Context: an optimization exercise on an open-source flow, tuned for small area, a short achievable clock period and few clock cycles per item. The choices shown serve that exercise and are no tape-out recipe.
In this exercise RTL edits were held to simulation tests only and were not proved equivalent to the original.

==> design.v <==
module dnn_top#(
    parameter performance = 0,           
    parameter i_w = 7                    
)
(
    input signed [i_w-1:0] x0, x1, x2, x3, 
    input signed[4:0] w04, w05, w06, w07, w14, w15, w16, w17, w24, w25, w26, w27, w34,           
    w35, w36, w37, w48, w58, w49, w59, w68, w69, w78, w79,
    input in_ready,
    input clk,
    output logic signed[(i_w+12):0] out0, out1,
    output logic out0_ready, out1_ready
);
    genvar i,j;
    wire signed[(i_w-1):0] x_[0:3];
    assign x_[0] = x0; assign x_[1] = x1; assign x_[2] = x2; assign x_[3] = x3;                                         
    wire signed[4:0] w1[0:3][0:3];
    assign w1[0][0] = w04; assign w1[0][1] = w05; assign w1[0][2] = w06; assign w1[0][3] = w07;
    assign w1[1][0] = w14; assign w1[1][1] = w15; assign w1[1][2] = w16; assign w1[1][3] = w17;
    assign w1[2][0] = w24; assign w1[2][1] = w25; assign w1[2][2] = w26; assign w1[2][3] = w27;
    assign w1[3][0] = w34; assign w1[3][1] = w35; assign w1[3][2] = w36; assign w1[3][3] = w37;                                        
    logic signed[(i_w+3):0] p1[0:3][0:3];                                                               
    logic signed[(i_w-1):0] x[0:3];
    generate;
        if(performance == 2) begin
            for(i = 0; i < 4; i=i+1) begin
                always_ff @(posedge clk) begin
                    if(in_ready)
                        x[i] <= x_[i];
                end 
            end
        end else begin
            for(i = 0; i < 4; i=i+1) begin
                assign x[i] = x_[i];
            end
        end
    endgenerate
    generate            
        for(i = 0; i < 4; i=i+1) begin
            for(j = 0; j < 4; j=j+1) begin
                if(performance != 0) begin
                    always_ff @(posedge clk) begin
                        p1[i][j] <= x[i] * w1[i][j];    
                    end    
                end else begin
                    assign p1[i][j] = x[i] * w1[i][j]; 
                end
            end
        end
    endgenerate
    logic signed[(i_w+5):0] s1[0:3];                                                             
    generate             
        for(i = 0; i < 4; i=i+1) begin
            if(performance == 2) begin
                always_ff @(posedge clk) begin
                    s1[i] <= p1[0][i] + p1[1][i] + p1[2][i] + p1[3][i];
                end
            end else begin
                assign s1[i] = p1[0][i] + p1[1][i] + p1[2][i] + p1[3][i];
            end
        end
    endgenerate
    logic signed[(i_w+5):0] s_o1[0:3];    
    generate             
        for (i = 0; i < 4; i=i+1) begin
            always_ff @(posedge clk) begin
                if(in_ready)
                    s_o1[i] <= (s1[i][i_w+5]) ? 'd0 : {1'b0, s1[i][i_w+4:0]};
            end
        end
    endgenerate
    wire signed[4:0] w2[0:3][0:1];
    assign w2[0][0] = w48; assign w2[0][1] = w49; assign w2[1][0] = w58; assign w2[1][1] = w59;
    assign w2[2][0] = w68; assign w2[2][1] = w69; assign w2[3][0] = w78; assign w2[3][1] = w79;                                                            
    logic signed[(i_w+9):0] p2[0:3][0:1];
    generate            
        for(i = 0; i < 4; i=i+1) begin
            for(j = 0; j < 2; j=j+1) begin
                if(performance == 2) begin
                    always_ff @(posedge clk) begin
                        p2[i][j] <= s_o1[i] * w2[i][j];
                    end
                end else begin
                    assign p2[i][j] = s_o1[i] * w2[i][j];
                end
            end
        end
    endgenerate
    logic signed[(i_w+12):0] s2[0:1];  
    generate             
        for(i = 0; i < 2; i=i+1) begin
            if(performance != 0) begin
                always_ff @(posedge clk) begin
                    s2[i] <= p2[0][i] + p2[1][i] + p2[2][i] + p2[3][i];
                end
            end else begin
                assign s2[i] = p2[0][i] + p2[1][i] + p2[2][i] + p2[3][i];
            end
        end
    endgenerate
    generate
        if(performance == 2) begin
            logic[4:0] rdy_sft;
            always_ff @(posedge clk) begin
                rdy_sft <= {rdy_sft[3:0],in_ready};
            end
            always_ff @(posedge clk) begin
                if(rdy_sft[4]) begin
                    out0_ready <= 1;
                    out1_ready <= 1;
                end else if(rdy_sft[0]) begin  
                    out0_ready <= 0;
                    out1_ready <= 0;
                end
            end
        end else if(performance == 1) begin
            logic[1:0] rdy_sft;
            always_ff @(posedge clk) begin
                rdy_sft <= {rdy_sft[0],in_ready};
            end
            always_ff @(posedge clk) begin
                if(rdy_sft[1]) begin
                    out0_ready <= 1;
                    out1_ready <= 1;
                end else if(rdy_sft[0]) begin  
                    out0_ready <= 0;
                    out1_ready <= 0;
                end
            end
        end else begin
            always_ff @(posedge clk) begin
                if(in_ready) begin
                    out0_ready <= 1;
                    out1_ready <= 1;
                end
            end 
        end
    endgenerate
    assign {out0, out1} = {s2[0],s2[1]};  
endmodule
module top ( x0_node0, x1_node0, x2_node0, x3_node0,
x0_node1, x1_node1, x2_node1, x3_node1,
x0_node2, x1_node2, x2_node2, x3_node2,
x0_node3, x1_node3, x2_node3, x3_node3,
w04, w14, w24, w34,
w05, w15, w25, w35,
w06, w16, w26, w36,
w07, w17, w27, w37,
w48, w58, w68, w78,
w49, w59, w69, w79,
out0_node0, out1_node0,
out0_node1, out1_node1,
out0_node2, out1_node2,
out0_node3, out1_node3,
in_ready,
out10_ready_node0, out11_ready_node0,
out10_ready_node1, out11_ready_node1,
out10_ready_node2, out11_ready_node2,
out10_ready_node3, out11_ready_node3,
clk);
input signed [4:0] x0_node0, x1_node0, x2_node0, x3_node0;
input signed [4:0] x0_node1, x1_node1, x2_node1, x3_node1;
input signed [4:0] x0_node2, x1_node2, x2_node2, x3_node2;
input signed [4:0] x0_node3, x1_node3, x2_node3, x3_node3;
input signed [4:0] w04, w14, w24, w34;
input signed [4:0] w05, w15, w25, w35;
input signed [4:0] w06, w16, w26, w36;
input signed [4:0] w07, w17, w27, w37;
input signed [4:0] w48, w58, w68, w78;
input signed [4:0] w49, w59, w69, w79;
input clk;
input in_ready;
output logic signed [20:0] out0_node0, out1_node0;
output logic signed [20:0] out0_node1, out1_node1;
output logic signed [20:0] out0_node2, out1_node2;
output logic signed [20:0] out0_node3, out1_node3;
output logic out10_ready_node0, out11_ready_node0;
output logic out10_ready_node1, out11_ready_node1;
output logic out10_ready_node2, out11_ready_node2;
output logic out10_ready_node3, out11_ready_node3;
localparam optimize_param = 0;
wire signed[4:0] xnode[0:3][0:3];
assign xnode[0][0] = x0_node0; assign xnode[0][1] = x1_node0; assign xnode[0][2] = x2_node0; assign xnode[0][3] = x3_node0;
assign xnode[1][0] = x0_node1; assign xnode[1][1] = x1_node1; assign xnode[1][2] = x2_node1; assign xnode[1][3] = x3_node1;
assign xnode[2][0] = x0_node2; assign xnode[2][1] = x1_node2; assign xnode[2][2] = x2_node2; assign xnode[2][3] = x3_node2;
assign xnode[3][0] = x0_node3; assign xnode[3][1] = x1_node3; assign xnode[3][2] = x2_node3; assign xnode[3][3] = x3_node3; 
wire signed[6:0] x_in[0:3][0:3];          
genvar i;
generate;
      for(i = 0; i <= 3; i++) begin
            assign x_in[0][i] = xnode[0][i] + xnode[1][i] + xnode[2][i];   
      end
endgenerate
generate;
      for(i = 0; i <= 3; i++) begin
            assign x_in[1][i] = xnode[1][i] + xnode[0][i] + xnode[3][i];   
      end
endgenerate
generate;
      for(i = 0; i <= 3; i++) begin
            assign x_in[2][i] = xnode[2][i] + xnode[0][i] + xnode[3][i];   
      end
endgenerate
generate;
      for(i = 0; i <= 3; i++) begin
            assign x_in[3][i] = xnode[3][i] + xnode[1][i] + xnode[2][i];   
      end
endgenerate
wire signed[19:0] out[0:3][0:1];      
assign out0_node0 = out[0][0] + out[1][0] + out[2][0];
assign out1_node0 = out[0][1] + out[1][1] + out[2][1];
assign out0_node1 = out[1][0] + out[0][0] + out[3][0];
assign out1_node1 = out[1][1] + out[0][1] + out[3][1];
assign out0_node2 = out[2][0] + out[0][0] + out[3][0];
assign out1_node2 = out[2][1] + out[0][1] + out[3][1];
assign out0_node3 = out[3][0] + out[1][0] + out[2][0];
assign out1_node3 = out[3][1] + out[1][1] + out[2][1];
wire out_ready[0:3][0:1];      
assign out10_ready_node0 = out_ready[0][0] & out_ready[1][0] & out_ready[2][0];
assign out11_ready_node0 = out_ready[0][1] & out_ready[1][1] & out_ready[2][1];
assign out10_ready_node1 = out_ready[1][0] & out_ready[0][0] & out_ready[3][0];
assign out11_ready_node1 = out_ready[1][1] & out_ready[0][1] & out_ready[3][1];
assign out10_ready_node2 = out_ready[2][0] & out_ready[0][0] & out_ready[3][0];
assign out11_ready_node2 = out_ready[2][1] & out_ready[0][1] & out_ready[3][1];
assign out10_ready_node3 = out_ready[3][0] & out_ready[1][0] & out_ready[2][0];
assign out11_ready_node3 = out_ready[3][1] & out_ready[1][1] & out_ready[2][1];
logic signed [4:0] w48_r, w58_r, w68_r, w78_r, w49_r, w59_r, w69_r, w79_r;
always_ff @(posedge clk) begin
      if(in_ready) begin
            w48_r <= w48; w58_r <= w58; w68_r <= w68; w78_r <= w78;
            w49_r <= w49; w59_r <= w59; w69_r <= w69; w79_r <= w79;
      end
end
dnn_top #(.performance(optimize_param)) node0 (
      .x0            (x_in[0][0]),
      .x1            (x_in[0][1]),
      .x2            (x_in[0][2]),
      .x3            (x_in[0][3]),
      .w04           (w04),
      .w05           (w05),
      .w06           (w06),
      .w07           (w07),
      .w14           (w14),
      .w15           (w15),
      .w16           (w16),
      .w17           (w17),
      .w24           (w24),
      .w25           (w25),
      .w26           (w26),
      .w27           (w27),
      .w34           (w34),
      .w35           (w35),
      .w36           (w36),
      .w37           (w37),
      .w48           (w48_r),
      .w58           (w58_r),
      .w49           (w49_r),
      .w59           (w59_r),
      .w68           (w68_r),
      .w69           (w69_r),
      .w78           (w78_r),
      .w79           (w79_r),
      .in_ready      (in_ready),
      .clk           (clk),
      .out0          (out[0][0]),
      .out1          (out[0][1]),
      .out0_ready    (out_ready[0][0]),
      .out1_ready    (out_ready[0][1])
);
dnn_top #(.performance(optimize_param)) node1 (
      .x0            (x_in[1][0]),
      .x1            (x_in[1][1]),
      .x2            (x_in[1][2]),
      .x3            (x_in[1][3]),
      .w04           (w04),
      .w05           (w05),
      .w06           (w06),
      .w07           (w07),
      .w14           (w14),
      .w15           (w15),
      .w16           (w16),
      .w17           (w17),
      .w24           (w24),
      .w25           (w25),
      .w26           (w26),
      .w27           (w27),
      .w34           (w34),
      .w35           (w35),
      .w36           (w36),
      .w37           (w37),
      .w48           (w48_r),
      .w58           (w58_r),
      .w49           (w49_r),
      .w59           (w59_r),
      .w68           (w68_r),
      .w69           (w69_r),
      .w78           (w78_r),
      .w79           (w79_r),
      .in_ready      (in_ready),
      .clk           (clk),
      .out0          (out[1][0]),
      .out1          (out[1][1]),
      .out0_ready    (out_ready[1][0]),
      .out1_ready    (out_ready[1][1])
);
dnn_top #(.performance(optimize_param)) node2 (
      .x0            (x_in[2][0]),
      .x1            (x_in[2][1]),
      .x2            (x_in[2][2]),
      .x3            (x_in[2][3]),
      .w04           (w04),
      .w05           (w05),
      .w06           (w06),
      .w07           (w07),
      .w14           (w14),
      .w15           (w15),
      .w16           (w16),
      .w17           (w17),
      .w24           (w24),
      .w25           (w25),
      .w26           (w26),
      .w27           (w27),
      .w34           (w34),
      .w35           (w35),
      .w36           (w36),
      .w37           (w37),
      .w48           (w48_r),
      .w58           (w58_r),
      .w49           (w49_r),
      .w59           (w59_r),
      .w68           (w68_r),
      .w69           (w69_r),
      .w78           (w78_r),
      .w79           (w79_r),
      .in_ready      (in_ready),
      .clk           (clk),
      .out0          (out[2][0]),
      .out1          (out[2][1]),
      .out0_ready    (out_ready[2][0]),
      .out1_ready    (out_ready[2][1])
);
dnn_top #(.performance(optimize_param)) node3 (
      .x0            (x_in[3][0]),
      .x1            (x_in[3][1]),
      .x2            (x_in[3][2]),
      .x3            (x_in[3][3]),
      .w04           (w04),
      .w05           (w05),
      .w06           (w06),
      .w07           (w07),
      .w14           (w14),
      .w15           (w15),
      .w16           (w16),
      .w17           (w17),
      .w24           (w24),
      .w25           (w25),
      .w26           (w26),
      .w27           (w27),
      .w34           (w34),
      .w35           (w35),
      .w36           (w36),
      .w37           (w37),
      .w48           (w48_r),
      .w58           (w58_r),
      .w49           (w49_r),
      .w59           (w59_r),
      .w68           (w68_r),
      .w69           (w69_r),
      .w78           (w78_r),
      .w79           (w79_r),
      .in_ready      (in_ready),
      .clk           (clk),
      .out0          (out[3][0]),
      .out1          (out[3][1]),
      .out0_ready    (out_ready[3][0]),
      .out1_ready    (out_ready[3][1])
);
endmodule
==> run.sh <==
#!/bin/bash
# synth_recipe.tcl (not shown) runs the flow's synth.tcl, then flattens the netlist and writes it again
# the make line also repeats each setting of config.mk as NAME=value (left out here)
make -C /OpenROAD-flow-scripts/flow DESIGN_CONFIG=/design/flow/config.mk WORK_HOME=/design/flow/orfs CLKGATE_MAP_FILE= SYNTH_SCRIPT=/design/flow/synth_recipe.tcl finish
==> config.mk <==
export PLATFORM = sky130hd
export DESIGN_NAME = top
export DESIGN_NICKNAME = top
export VERILOG_FILES = /design/flow/design.v
export SDC_FILE = /design/flow/constraint.sdc
export NUM_CORES = 4
export LEC_CHECK = 0
export CAP_MARGIN = 20
export CORE_MARGIN = 2
export CORE_UTILIZATION = 45
export PLACE_DENSITY = 0.6
export SETUP_SLACK_MARGIN = 0.5
export SLEW_MARGIN = 20
==> constraint.sdc <==
create_clock -name core_clock -period 15.0 [get_ports {clk}]
set_input_delay 3.0000 -clock core_clock [delete_from_list [all_inputs] [get_ports {clk}]]
set_output_delay 3.0000 -clock core_clock [all_outputs]
set_load 0.01 [all_outputs]
==> impl_metrics.toml <==
[clocking]
ctsHoldBuffers = 0
clock_path_buffers = 3
cts_sinks = 232
clk_pin_slew_worst_paths_ps = 70
numCtsBuffers = 38
cts_max_level = 2
cts-root-buf = "clkbuf_16"
cts_tree = "yes"

[synthesis]
async_reset_ff_frac = 0
ys_ff_latch = 232
synthesis.area_um2 = 189700
synthSimpleGateAreaFrac = 0.1558
synthAdderAreaFrac = 0.5082
synth.lib_cells_used.distinct = 88
yosysSeqAreaShare = 0.03673
synthCells = 22224
yosysWarnings = 8
synth_top_family_by_area = "adder cells"
synth-edff-count = 232
synth-compound-area-share = 0.09666
avgSynthCellArea_um2 = 8.534
synthXorXnorAreaFrac = 0.09092
synth_ff_type = "edfxtp_1"
muxShareOfSynthArea = 0.004196

[min_path]
worstHoldPathType = "input pin to flip-flop"
hold_end = "w58_r[1]"
hp-start = "in_ready"
hold_depth = 1

[finish]
final_cell_mix = "inv_1 (4628), ha_1 (3101), fa_1 (2866)"
nNetsFinal = 28488
fill_cells = 40853
final_common_cell = "inv_1"
drive_gt1_frac = 0.03564
final_util = 0.4843
syn_to_final_growth_pct = 7.220
seq_area_um2 = 6967
multi_input_area_um2 = 163500

[global_routing]
antenna_found_initial = 38
grt_first_pass_wirelength_um = 923500
grt_max_degree = 63
grt_overflow = 0
grt_pass1_vias = 148034
grtUsageTotal = 0.2899

[status]
status = "finished clean"

[setup_path]
start_kind = "flip-flop"
path_max_fanout = 11
crit_top_cell = "fa_1"
cp-end-kind = "primary output"
critPathKind = "flip-flop to primary output"
cp_top_family = "adder cells"
cp_num_buf_inv = 9
cp.arrival_ps = 11250
cpPeakStageDelay_ps = 690
cp_slowest_cell = "xnor2_1"
worst_ep_required_time_ps = 12000

[sta]
hold_viol_final = 0
slew_headroom = 0.1004
finalSetupViolCount = 0
fmax_ghz = 0.07019
fin_tns_setup_ps = 0
finalCriticalPeriod_ps = 14250
tightest_slew_ps = 1340
slew_viol_final = 0
rsz0062_at_grt = "true"
holdWs_ps = 2843
fin_crit_sh = 0.9498

[detailed_routing]
routed_wirelength_um = 617400
wl_per_cell_um = 22.16
drc = 0
dr.first_iter.drc_count = 8960
viasPerCell = 5.231
ant_nets = 0
vias = 145771
dr.pass1.iters = 6

[die]
core_um2 = 419900
die-height_um = 653.2
die_area_um2 = 426700
die_w_um = 653.2
initial_core_util = 0.4517
io_pins = 378
rows = 238

[placement]
place_hpwl_um = 532800
gp_congestion = 0.9968
portBuffers = 369

[flow_run]
max_cap_violations = 0
-- state kept, by name, summed over array words and instances (netlist names), 48 cells and up --
| register | flops |
|---|---|
| node0.s_o1 | 48 |
| node1.s_o1 | 48 |
| node2.s_o1 | 48 |
| node3.s_o1 | 48 |
-- layout make-up --
class / count / share of cell area
Antenna cell: 13 / 0.0001600
Clock buffer: 41 / 0.004836
Clock inverter: 27 / 0.001298
Inverter: 4632 / 0.08556
Multi-Input combinational cell: 16584 / 0.8040
Sequential cell: 232 / 0.03426
Tap cell: 5520 / 0.03396
Timing Repair Buffer: 816 / 0.03597
-- per-stage QoR --
step | cells | cell area [µm²] | setup slack (ps)
global route | 27857 | 203300 | 438.5
global placement | 27654 | 200200 | 573.7
CTS | 27748 | 201800 | 497.5
detailed placement | 27654 | 200200 | 557.4
floorplan | 22231 | 189700 | 2417
finish | 27865 | 203400 | 752.4
-- worst max path at each step --
stage	endpoint	from	depth (start not counted)
floorplan	out0_node1[19]	w48_r[4]	38
detailed placement	out1_node1[20]	w59_r[4]	40
global route	out0_node0[19]	w48_r[0]	39
CTS	out1_node1[20]	node0.s_o1[1][2]	39
finish	out0_node0[18]	w48_r[0]	37
global placement	out1_node1[20]	w59_r[4]	40
-- what timing repair did --
item	CTS	global route
hold endpoints to repair	0	0
setup buffers	26	103
gates cloned	0	1
gates resized for setup	17	120
setup endpoints to repair	20	31
pin swaps	0	15
-- metal layers --
| layer | vias to the layer above | part of all wire | track usage |
|---|---|---|---|
| li1 | 69306 | - | - |
| met1 | 72286 | 0.41 | 0.3590 |
| met2 | 3359 | 0.47 | 0.4922 |
| met3 | 816 | 0.045 | 0.02734 |
| met4 | 4 | 0.074 | 0.1688 |
| met5 | - | 0.000044 | 0 |
-- cells in the mapped netlist, drive strengths merged (235+ instances only) --
| cell | instances | area (µm²) |
|---|---|---|
| o21ai | 235 | 1176 |
| and2 | 1997 | 12490 |
| xnor2 | 1572 | 13770 |
| xor2 | 397 | 3477 |
| nor2b | 237 | 1483 |
| ha | 3112 | 38940 |
| clkbuf | 751 | 2819 |
| inv | 4628 | 17370 |
| nand2b | 567 | 3547 |
| o21bai | 439 | 3296 |
| a21o | 448 | 3363 |
| fa | 2870 | 57460 |
| nor2 | 762 | 2860 |
| a21oi | 1113 | 5578 |
| nand2 | 1596 | 5991 |
-- cells by family after synthesis --
logic type / after synthesis
xor gates and xnor gates: 1969
adders and majority gates: 5982
buffers and inverters: 5415
AOI/OAI and AO/OA: 2825
other: 1
DFF: 232
muxes: 78
and+or+nand+nor: 5722
Testbench counts, summed over its fixed seeds: cycles 4,800, items 4,800.

==> re-timing with driven ports <==
No port has a modelled driver above. Below, the same layout with a new extraction and two added sets of constraints.
Step 1, drivers: a clkbuf_16 drives clk and a buf_2 each remaining input, both assumed.
Step 2 also shifts input and output timing later by t, the mid clock arrival at the registers, as if the neighbouring blocks saw the same clock.
Slacks: no drivers / after step 1 / after step 2; pairs: no drivers / after step 1.
t (ns): 0.724
setup slack, ns: 0.752 / 0.658 / 1.383
hold WS [ns]: 2.843 / 2.788 / 3.512
After both steps this run still meets setup and hold. The setup slack of this run moves by -0.094 ns with the drivers and by +0.631 ns with both steps.
